This design comes from an exercise in tuning for small area and a short achievable clock period on the open sky130 flow, not from production work. In this exercise RTL edits were held to simulation tests only and were not proved equivalent to the original.

**config.mk**
```make
export PLATFORM = sky130hd
export DESIGN_NAME = lab9
export DESIGN_NICKNAME = lab9
export VERILOG_FILES = /design/flow/design.v
export SDC_FILE = /design/flow/constraint.sdc
export NUM_CORES = 4
export LEC_CHECK = 0
export CAP_MARGIN = 20
export CORE_MARGIN = 2
export CORE_UTILIZATION = 40
export PLACE_DENSITY = 0.6
export SLEW_MARGIN = 20
```
**constraint.sdc**
```tcl
create_clock -name core_clock -period 120.0 [get_ports {clk}]
set_input_delay 24.0000 -clock core_clock [delete_from_list [all_inputs] [get_ports {clk}]]
set_output_delay 24.0000 -clock core_clock [all_outputs]
set_load 0.01 [all_outputs]
```
**design.v**
```verilog
module lab9(input clk,
            input reset,
            input give_valid,
            input [13:0]Intake,
            output reg [13:0]UpPrime,
            output reg [13:0]LowPrime,
            output out_valid);
wire [7:0] uproot;
wire [7:0] lowroot;
reg updone;
reg lowdone;
reg flag;
reg upflag;
reg lowflag;
reg [13:0]uptmp;
reg [13:0]lowtmp;
reg [13:0]upnumber;
reg [13:0]lownumber;
reg [7:0]cnt_i;
reg [7:0]cnt_j;
reg [3:0]upstate;
reg [3:0]lowstate;
assign out_valid = lowdone & updone;
sqrt sqrt0(.in(upnumber),.out(uproot));
sqrt sqrt1(.in(lownumber),.out(lowroot));
always@(posedge clk or posedge reset)
begin
    if(reset)
    begin
		upflag<=0;
		upnumber<=0;
		cnt_i<=2;
		upstate<=3;
    end
	 else if(give_valid)
	 begin
		upnumber<=Intake;
		upflag<=0;
		upstate<=0;
	 end
    else
    begin
		case(upstate)
			4'd0:begin
				upnumber<=upnumber+1;
				cnt_i<=2;
				upstate<=1;
			end
			4'd1:begin
				if(out_valid) upstate<=2;
				else
				begin
					if(cnt_i>uproot)
					begin
						upflag<=1;
					end
					else
					begin
						if(upnumber%cnt_i==0) upstate<=0;
						else cnt_i<=cnt_i+1;
					end
				end
			end
			4'd2:begin
				upstate<=3;
				upflag<=0;
				upnumber<=0;
				cnt_i<=2;
			end
		endcase
    end
end
always@(posedge clk or posedge reset)
begin
    if(reset)
    begin
		lowflag<=0;
		lownumber<=0;
		cnt_j<=2;
		lowstate<=3;
    end
	 else if(give_valid)
	 begin
		lownumber<=Intake;
		lowflag<=0;
		lowstate<=0;
	 end
    else
    begin
		case(lowstate)
			4'd0:begin
				lownumber<=lownumber-1;
				cnt_j<=2;
				lowstate<=1;
			end
			4'd1:begin
				if(out_valid) lowstate<=2;
				else
				begin
					if(cnt_j>lowroot)
					begin
						lowflag<=1;
					end
					else
					begin
						if(lownumber%cnt_j==0) lowstate<=0;
						else cnt_j<=cnt_j+1;
					end
				end
			end
			4'd2:begin
				lowflag<=0;
				lowstate<=3;
				lownumber<=0;
				cnt_j<=2;
			end
		endcase
    end
end
always@(posedge clk or posedge reset)
begin
    if(reset)
    begin
        updone<=0;
		  lowdone<=0;
		  UpPrime<=0;
		  LowPrime<=0;
    end
	 else if(give_valid)
	 begin
		updone<=0;
		UpPrime<=0;
		lowdone<=0;
		LowPrime<=0;
	 end
	 else if(upflag && lowflag)
	 begin
		updone<=1;
		UpPrime<=upnumber;
		lowdone<=1;
		LowPrime<=lownumber;
	 end
	 else
	 begin
		updone<=0;
		UpPrime<=0;
		lowdone<=0;
		LowPrime<=0;
	 end
end
endmodule
module sqrt(
input [13:0]in,
output reg [7:0]out);
always@(*)
begin
	if ( in >= 9409 ) out <=  97 ;
	 else if ( in >= 7921 ) out <=  89 ;
	 else if ( in >= 6889 ) out <=  83 ;
	 else if ( in >= 6241 ) out <=  79 ;
	 else if ( in >= 5329 ) out <=  73 ;
	 else if ( in >= 5041 ) out <=  71 ;
	 else if ( in >= 4489 ) out <=  67 ;
	 else if ( in >= 3721 ) out <=  61 ;
	 else if ( in >= 3481 ) out <=  59 ;
	 else if ( in >= 2809 ) out <=  53 ;
	 else if ( in >= 2209 ) out <=  47 ;
	 else if ( in >= 1849 ) out <=  43 ;
	 else if ( in >= 1681 ) out <=  41 ;
	 else if ( in >= 1369 ) out <=  37 ;
	 else if ( in >= 961 ) out <=  31 ;
	 else if ( in >= 841 ) out <=  29 ;
	 else if ( in >= 529 ) out <=  23 ;
	 else if ( in >= 361 ) out <=  19 ;
	 else if ( in >= 289 ) out <=  17 ;
	 else if ( in >= 169 ) out <=  13 ;
	 else if ( in >= 121 ) out <=  11 ;
	 else if ( in >= 49 ) out <=  7 ;
	 else if ( in >= 25 ) out <=  5 ;
	 else if ( in >= 9 ) out <=  3 ;
	 else if ( in >= 4 ) out <=  2 ;
	 else out <= 1 ;
end
endmodule 
```
**run.sh**
```bash
#!/bin/bash
# synth_recipe.tcl (not shown) runs the flow's synth.tcl, then flattens the netlist and writes it again
# the make line also repeats each setting of config.mk as NAME=value (left out here)
make -C /OpenROAD-flow-scripts/flow DESIGN_CONFIG=/design/flow/config.mk WORK_HOME=/design/flow/orfs CLKGATE_MAP_FILE= SYNTH_SCRIPT=/design/flow/synth_recipe.tcl finish
```
==> metrics.csv, run 1 <==
metric,value,unit
cts-stage hold buffer count,0,
DR vias/cell,6.33,
clock-pin slew on the worst setup and hold paths,70,ps
CP Capture Type,flip-flop,
cells on worst reg2reg path,394,
"Design Area, Final",46400,um^2
status,"complete, no violations",
CP startpoint,cnt_j[7],
routed vias,49800,
critical path data required time,120280,ps
Placeable Area,109000,um^2
GR Util met3,2.13,%
vias in the first global route,45400,
initial antenna violation count,3,
Final Setup Violations,0,
worst reg2reg startpoint,cnt_j[7],
"Async S/R FF share, synth",100,%
most frequent cells in the layout,"665 x nor2_1, 604 x nand2_1, 489 x ha_1",
Hold Path Class,reg -> reg,
DRT Pass-1 Iters,6,
Worst path slowest cell,a2111oi_1,
CTS Buffer Depth,2,
layout cells sized above 1,6.32,%
busiest grt layer,met2,
average wire per cell in the routed design,18.3,um
first-pass GRT wire length,234000,um
R2R setup slack,23560,ps
Main synth FF type,dfrtp_1,
initial cell density of the core,40.5,%
#FFs+latches synth,79,
Layout Skew,11.2,ps
Tmin final,96440,ps
hold slack,519,ps
cell count after synthesis,6459,
die area,113000,um^2
"commonest non-fill, non-tap cell in the layout",nor2_1,
"Data arrival, critical path",96720,ps
Worst Max-Slew Pin Slew,1100,ps
worst-path fanout max,27,
Routability Congestion,0.944,
worst skew pair latency,380,ps
number of synthesized flops with an enable pin,0,
routed wire length,144000,um
"Hold Violations, Final",0,
clock root buffer,clkbuf_16,
Post-DRT Antenna Nets,0,
largest net degree at the start of global routing,60,
Resized cells post-CTS,0,
Die Y,336,um
clock sinks,79,
GRT met1 Usage,34.2,%
sequential element share of the synthesized area,4.49,%
post-route setup TNS,0,ps
FILL cells,11400,
Worst Hold Depth,2,
Die X,336,um
hpwl dp,115000,um
CTS tree,done,
dpl ws,25020,ps
I/O pins,46,
DR iter-0 viols,4185,
area delta synth->final,5.03,%
IO buf count,45,
synth unique cells,141,
nets,6896,
Max transition margin,26.1,%
H-tree depth,3,
row count,121,
fmax,10.4,MHz
max incr delay on CP,790,ps
GR Layer Usage met2,40.6,%
Max Cap Violations,0,
DP Area,46100,um^2
fin. max-slew vios,0,
Tcrit/Tclk final,80.4,%
worst setup path end,cnt_j[7],
setup slack after layout,23560,ps
Setup Buffers After CTS,0,
Worst R2R End,cnt_j[7],
yosys warns,2,
CP most frequent cell,o21a_1,
mapped cell area,44200,um^2
number of buffers created by CTS,9,
critical path type,reg -> reg,
GRT Total Usage,24.4,%
Syn Area/Cell,6.84,um^2
critical path launch point type,flip-flop,
DRC viols,0,
unrepaired setup endpoints after global routing,false,
grt ovf,0,
[worst max-delay path: cells and delay by family, from the launching register on]
kind | cells | cell delay, ps
AO/OA/AOI/OAI | 212 | 48270
AND/OR/NAND/NOR | 122 | 33090
adder cells (fa/ha/maj) | 31 | 9250
buffers and inverters | 21 | 2600
multiplexers | 8 | 2490
flip-flops | 1 | 510
[logic make-up (layout without fill, tap and decap cells)]
| kind of cell | count (synthesis) | count (layout) | synth area share [%] |
|---|---|---|---|
| compound gates | 2185 | 2185 | 35.0 |
| xor+xnor | 306 | 306 | 6.08 |
| fa+ha+maj | 495 | 495 | 14.0 |
| buf+inv | 388 | 289 | 3.53 |
| flops | 79 | 79 | 4.49 |
| mux | 188 | 188 | 4.59 |
| other cells | 1 | 36 | 0.00848 |
| simple gates | 2817 | 2817 | 32.3 |
[registers in the layout (all words and copies together), names as in the netlist]
register and cells:
upflag 1, cnt_i 8, LowPrime 14, lowstate 2, lowdone 1, lowflag 1, upnumber 14, UpPrime 14
cnt_j 8, lownumber 14, upstate 2
[synth_stat cells (102+ instances only)]
master	number	share of area [%]
o21ai_0	307	3.5
nor3_1	453	5.1
inv_1	171	1.5
or3_1	102	1.4
nand4_1	116	1.6
o31ai_1	164	2.8
and2_1	111	1.6
ha_1	489	14
a21oi_1	400	4.5
nand2_1	604	5.1
nor2_1	665	5.6
xnor2_1	181	3.6
nand3_1	189	2.1
o21a_1	329	5.6
a21o_1	117	2.0
clkbuf_1	134	1.1
xor2_1	124	2.5
[per-stage QoR]
step | cells | utilization (%)
after floorplan | 6492 | -
after global placement | 7853 | 42.2
after detailed placement | 7853 | 42.2
after global routing | 7869 | 42.5
final | 7871 | 42.5
after CTS | 7869 | 42.5
[metal layers]
layer	up-vias	share of wire [%]	routed length [um]
li1	24700	-	-
met1	23500	48	68800
met2	1456	45	65000
met3	178	5.5	7980
met4	0	1.6	2300
met5	-	0	0
[cell type report]
type                       count  area, um^2  share of cell area (%)
timing repair buffer          98         843                    1.82
clock buffer                  10         229                   0.493
clock inverter                 6        68.8                   0.148
antenna                        2        5.00                  0.0108
sequential                    79        1980                    4.27
tap                         1476        1850                    3.98
multi-input combinational   6025       40800                    87.9
inverter                     175         659                    1.42
[worst min path at each step]
stage                           start          end
after floorplan           lowstate[1]  lowstate[1]
after global placement    lowstate[1]  lowstate[1]
after detailed placement  lowstate[1]  lowstate[1]
after CTS                 lowstate[1]  lowstate[1]
after global routing      lowstate[0]  lowstate[0]
final                     lowstate[0]  lowstate[0]
==> run 2, diff against run 1 <==
==> design.v (replaced) <==
module lab9(input clk,
            input reset,
            input give_valid,
            input [13:0]Intake,
            output [13:0]UpPrime,
            output [13:0]LowPrime,
            output out_valid);
localparam INIT = 2'd0, STEP = 2'd1, TEST = 2'd2, DIV = 2'd3;
reg        busy;
reg        done;
reg        dir;         
reg [1:0]  phase;
reg [13:0] up;
reg [13:0] dn;
reg [1:0]  m3;          
reg [2:0]  k;           
reg [4:0]  idx;         
reg [6:0]  r;           
reg        qf;          
assign out_valid = done;
assign UpPrime   = up;
assign LowPrime  = dn;
reg [6:0] p;
always @(*) begin
    case (idx)
        5'd0:  p = 7'd5;
        5'd1:  p = 7'd7;
        5'd2:  p = 7'd11;
        5'd3:  p = 7'd13;
        5'd4:  p = 7'd17;
        5'd5:  p = 7'd19;
        5'd6:  p = 7'd23;
        5'd7:  p = 7'd29;
        5'd8:  p = 7'd31;
        5'd9:  p = 7'd37;
        5'd10: p = 7'd41;
        5'd11: p = 7'd43;
        5'd12: p = 7'd47;
        5'd13: p = 7'd53;
        5'd14: p = 7'd59;
        5'd15: p = 7'd61;
        5'd16: p = 7'd67;
        5'd17: p = 7'd71;
        5'd18: p = 7'd73;
        5'd19: p = 7'd79;
        5'd20: p = 7'd83;
        5'd21: p = 7'd89;
        default: p = 7'd97;
    endcase
end
wire [13:0] c = dir ? dn : up;
reg [1:0] pair;
always @(*) begin
    case (k)
        3'd0: pair = c[1:0];
        3'd1: pair = c[3:2];
        3'd2: pair = c[5:4];
        3'd3: pair = c[7:6];
        3'd4: pair = c[9:8];
        3'd5: pair = c[11:10];
        default: pair = c[13:12];
    endcase
end
wire [8:0] t   = {r, pair};
wire [9:0] s1  = {1'b0, t} - {2'b0, p, 1'b0};
wire       ge2 = ~s1[9];
wire [7:0] t1  = ge2 ? s1[7:0] : t[7:0];
wire [8:0] s2  = {1'b0, t1} - {2'b0, p};
wire       ge1 = ~s2[8];
wire [6:0] rn  = ge1 ? s2[6:0] : t1[6:0];
wire last_div  = (idx == 5'd22);
wire composite = (rn == 7'd0) & (qf | ge2);
wire c_is3  = (c == 14'd3);
wire reject = ~c[0] | ((m3 == 2'd0) & ~c_is3);
wire [1:0] m3_step = dir ? ((m3 == 2'd0) ? 2'd2 : m3 - 2'd1)
                         : ((m3 == 2'd2) ? 2'd0 : m3 + 2'd1);
wire [2:0] m3_sum  = {1'b0, m3} + {1'b0, pair};
wire [1:0] m3_pass = (m3_sum >= 3'd3) ? m3_sum[1:0] - 2'd3 : m3_sum[1:0];
reg advance;
always @(*) begin
    advance = 1'b0;
    case (phase)
        STEP:    advance = 1'b1;
        TEST:    advance = reject;
        DIV:     advance = (k == 3'd0) & composite;
        default: advance = 1'b0;
    endcase
end
wire prime_found = (phase == DIV) & (k == 3'd0) & ~composite & last_div;
always @(posedge clk or posedge reset) begin
    if (reset) begin
        busy <= 1'b0;
        done <= 1'b0;
    end else if (give_valid) begin
        busy <= 1'b1;
        done <= 1'b0;
    end else if (busy & prime_found & dir) begin
        busy <= 1'b0;
        done <= 1'b1;
    end
end
always @(posedge clk) begin
    if (give_valid) begin
        up <= Intake;
        dn <= Intake;
    end else if (busy & advance) begin
        if (dir) dn <= dn - 14'd1;
        else     up <= up + 14'd1;
    end
end
always @(posedge clk) begin
    if (give_valid) begin
        dir   <= 1'b0;
        phase <= INIT;
        k     <= 3'd6;
        m3    <= 2'd0;
    end else if (busy) begin
        case (phase)
            INIT: begin
                m3 <= m3_pass;
                k  <= k - 3'd1;
                if (k == 3'd0) phase <= STEP;
            end
            STEP: begin
                m3    <= m3_step;
                phase <= TEST;
            end
            TEST: begin
                if (reject) begin
                    m3 <= m3_step;
                end else begin
                    phase <= DIV;
                    idx   <= 5'd0;
                    qf    <= 1'b0;
                    r     <= {5'd0, c[13:12]};
                    k     <= 3'd5;
                end
            end
            DIV: begin
                if (k != 3'd0) begin
                    r  <= rn;
                    qf <= qf | ge1 | ge2;
                    k  <= k - 3'd1;
                end else if (composite) begin
                    m3    <= m3_step;
                    phase <= TEST;
                end else if (last_div) begin
                    dir   <= 1'b1;
                    phase <= INIT;
                    k     <= 3'd6;
                    m3    <= 2'd0;
                end else begin
                    idx <= idx + 5'd1;
                    qf  <= 1'b0;
                    if (idx < 5'd3) begin
                        r <= {5'd0, c[13:12]};
                        k <= 3'd5;
                    end else begin
                        r <= {3'd0, c[13:10]};
                        k <= 3'd4;
                    end
                end
            end
        endcase
    end
end
endmodule
==> run 2 against run 1 <==
Compared with the run above: count of clock-buffer cells in the layout unchanged; routed wire length decreased by 91%; via count decreased by 91%; sequential cell count decreased by 22; still clean on timing, DRC and antenna.
==> metrics.csv, run 2 <==
metric,value,unit,change
row count,40,,was 121
nets,637,,was 6896
CTS Buffer Depth,2,,unchanged
clock root buffer,clkbuf_16,,unchanged
synth unique cells,88,,was 141
"Data arrival, critical path",27290,ps,was 96720 ps
most frequent cells in the layout,"52 x nor2_1, 45 x clkdlybuf4s50_1, 44 x nand2_1",,"was 665 x nor2_1, 604 x nand2_1, 489 x ha_1"
die area,13400,um^2,was 113000 um^2
Resized cells post-CTS,0,,unchanged
Max transition margin,33.8,%,was 26.1%
Worst Max-Slew Pin Slew,968,ps,was 1100 ps
largest net degree at the start of global routing,39,,was 60
Die Y,116,um,was 336 um
hpwl dp,9590,um,was 115000 um
worst skew pair latency,340,ps,was 380 ps
clock sinks,57,,was 79
worst-path fanout max,16,,was 27
grt ovf,0,,unchanged
routed vias,4278,,was 49.8k
number of buffers created by CTS,9,,unchanged
Placeable Area,12100,um^2,was 109000 um^2
vias in the first global route,4246,,was 45.4k
synth top area cells,"edfxtp_1 25%, ha_1 9.3%, dfxtp_1 5.6%, a21oi_1 4.1%, nor2_1 3.9%",,"was ha_1 14%, nor2_1 5.6%, o21a_1 5.6%, nor3_1 5.1%, nand2_1 5.1%"
Routability Congestion,0.862,,was 0.944
status,"complete, no violations",,unchanged
fin. max-slew vios,0,,unchanged
Syn Area/Cell,9.26,um^2,was 6.84 um^2
post-route setup TNS,0,ps,unchanged
cell count after synthesis,539,,was 6459
H-tree depth,3,,unchanged
most common cell in the synthesized netlist,nor2_1,,unchanged
DR vias/cell,5.68,,was 6.33
"commonest non-fill, non-tap cell in the layout",nor2_1,,unchanged
critical path type,in -> reg,,was reg -> reg
yosys warns,1,,was 2
Finished Layout Cells,753,,was 7871
Setup Buffers After CTS,0,,unchanged
sequential element share of the synthesized area,31.3,%,was 4.49%
#FFs+latches synth,57,,was 79
CTS tree,done,,unchanged
Layout Skew,6.93,ps,was 11.2 ps
routed wire length,12700,um,was 144000 um
R2R setup slack,112600,ps,was 23560 ps
DRT Pass-1 Iters,5,,was 6
Tcrit/Tclk final,22.5,%,was 80.4%
critical path launch point type,primary input,,was flip-flop
placed cells,737,,was 7853
antenna cells,0,,was 2
CP Capture Type,flip-flop,,unchanged
DR iter-0 viols,203,,was 4185
Die X,116,um,was 336 um
"Hold Violations, Final",0,,unchanged
unrepaired setup endpoints after global routing,false,,unchanged
GRT Total Usage,20.3,%,was 24.4%
fmax,37.0,MHz,was 10.4 MHz
average wire per cell in the routed design,16.9,um,was 18.3 um
hold slack,505,ps,was 519 ps
cts-stage hold buffer count,0,,unchanged
first-pass GRT wire length,21400,um,was 234000 um
critical path data required time,120290,ps,was 120280 ps
"Async S/R FF share, synth",3.51,%,was 100%
initial antenna violation count,0,,was 3
top-area cell type share of the netlist area,24.7,%,was 13.8%
Hold Path Class,reg -> reg,,unchanged
Main synth FF type,edfxtp_1,,was dfrtp_1
Max Cap Violations,0,,unchanged
clock-pin slew on the worst setup and hold paths,50,ps,was 70 ps
top flop regs,"dn: 14 flops, up: 14 flops, r: 7 flops",,
layout cells sized above 1,11.6,%,was 6.32%
number of synthesized flops with an enable pin,41,,was 0
DRC viols,0,,unchanged
area delta synth->final,18.4,%,was 5.03%
Final Setup Violations,0,,unchanged
mapped cell area,4990,um^2,was 44200 um^2
Synth area leader,edfxtp_1,,was ha_1
Post-DRT Antenna Nets,0,,unchanged
I/O pins,46,,unchanged
Synth top cells by count,"52 x nor2_1, 44 x nand2_1, 41 x a21oi_1, 41 x edfxtp_1, 37 x ha_1",,"was 665 x nor2_1, 604 x nand2_1, 489 x ha_1, 453 x nor3_1, 400 x a21oi_1"
IO buf count,45,,unchanged
initial cell density of the core,41.2,%,was 40.5%
Tmin final,27010,ps,was 96440 ps
==> run 2: cells by family (layout without fill, tap and decap cells) <==
family / count (synthesis) / after routing / synth area share [%]
AOI/OAI and AO/OA: 156 / 156 / 24.4
muxes: 26 / 26 / 6.09
and+or+nand+nor: 173 / 173 / 17.2
DFF: 57 / 57 / 31.3
buffers and inverters: 53 / 99 / 4.64
xor gates and xnor gates: 34 / 34 / 5.96
adders and majority gates: 40 / 40 / 10.5
==> run 2: per-stage QoR <==
| stage | util, % | setup WS (ps) | cell area, um^2 |
|---|---|---|---|
| after floorplan | - | 93880 | 4990 |
| after global placement | 46.0 | 92810 | 5580 |
| after detailed placement | 46.0 | 92710 | 5580 |
| after CTS | 48.8 | 93040 | 5910 |
| after global routing | 48.8 | 92610 | 5910 |
| final | 48.8 | 92990 | 5910 |
==> run 2: routing by layer <==
layer	track usage [%]	vias up	part of all wire (%)
li1	-	2109	-
met1	27.4	2044	47
met2	32.5	101	46
met3	2.56	24	3.8
met4	9.44	0	2.9
met5	0	-	0
==> run 2: worst max-delay path, stage by stage <==
cell and delay (ps):
clkdlybuf4s50_1 680, inv_1 180, o211ai_1 120, a21oi_1 210, nand2_2 170, and2_1 200
a311oi_1 640, inv_1 190, ha_1 260, a2111oi_0 330, a211o_1 160, a32o_1 150
==> run 2: worst paths after layout <==
check                            from    to  depth (start not counted)
setup / recovery           give_valid  p[2]                         12
hold / removal                   done  done                          2
max in group asynchronous       reset  done                          2
setup reg to reg                  dir  p[2]                         23
hold reg to reg                  done  done                          2
min in group asynchronous       reset  busy                          2
==> run 2: final cells by class <==
class / count / area (um^2)
fill: 1177 / 6200
multi-input combinational: 429 / 3200
sequential: 57 / 1560
timing repair buffer: 48 / 473
clock buffer: 10 / 229
tap: 168 / 210
inverter: 35 / 131
clock inverter: 6 / 106

-- static timing again, ports no longer ideal --
In the flow no input, the clock included, has a driving cell. The finished layouts below were timed again as built, in two steps.
Step 1: set_driving_cell puts a clkbuf_16 on clk and a buf_2 on each other input, an assumption about the parent block.
Step 2 adds t to the input delays and takes it off the output delays; t is the mean of the earliest and latest rising clock arrival at the registers after step 1. Input paths then give back, and output paths get back, about the clock's delay inside the block.
Three values: ideal ports, drivers, drivers and shift; two values: the first two.
run | t (ns) | setup slack, ns | worst slew at a driven data input, ns
run 1 | 0.429 | 23.562 / 23.562 / 23.562 | 0.05
run 2 | 0.378 | 92.992 / 93.005 / 92.628 | 0.03
After both steps setup and hold are still met in every run listed. The setup slack of run 2, which loses most, moves by +0.013 ns with the drivers and by -0.364 ns with both steps.
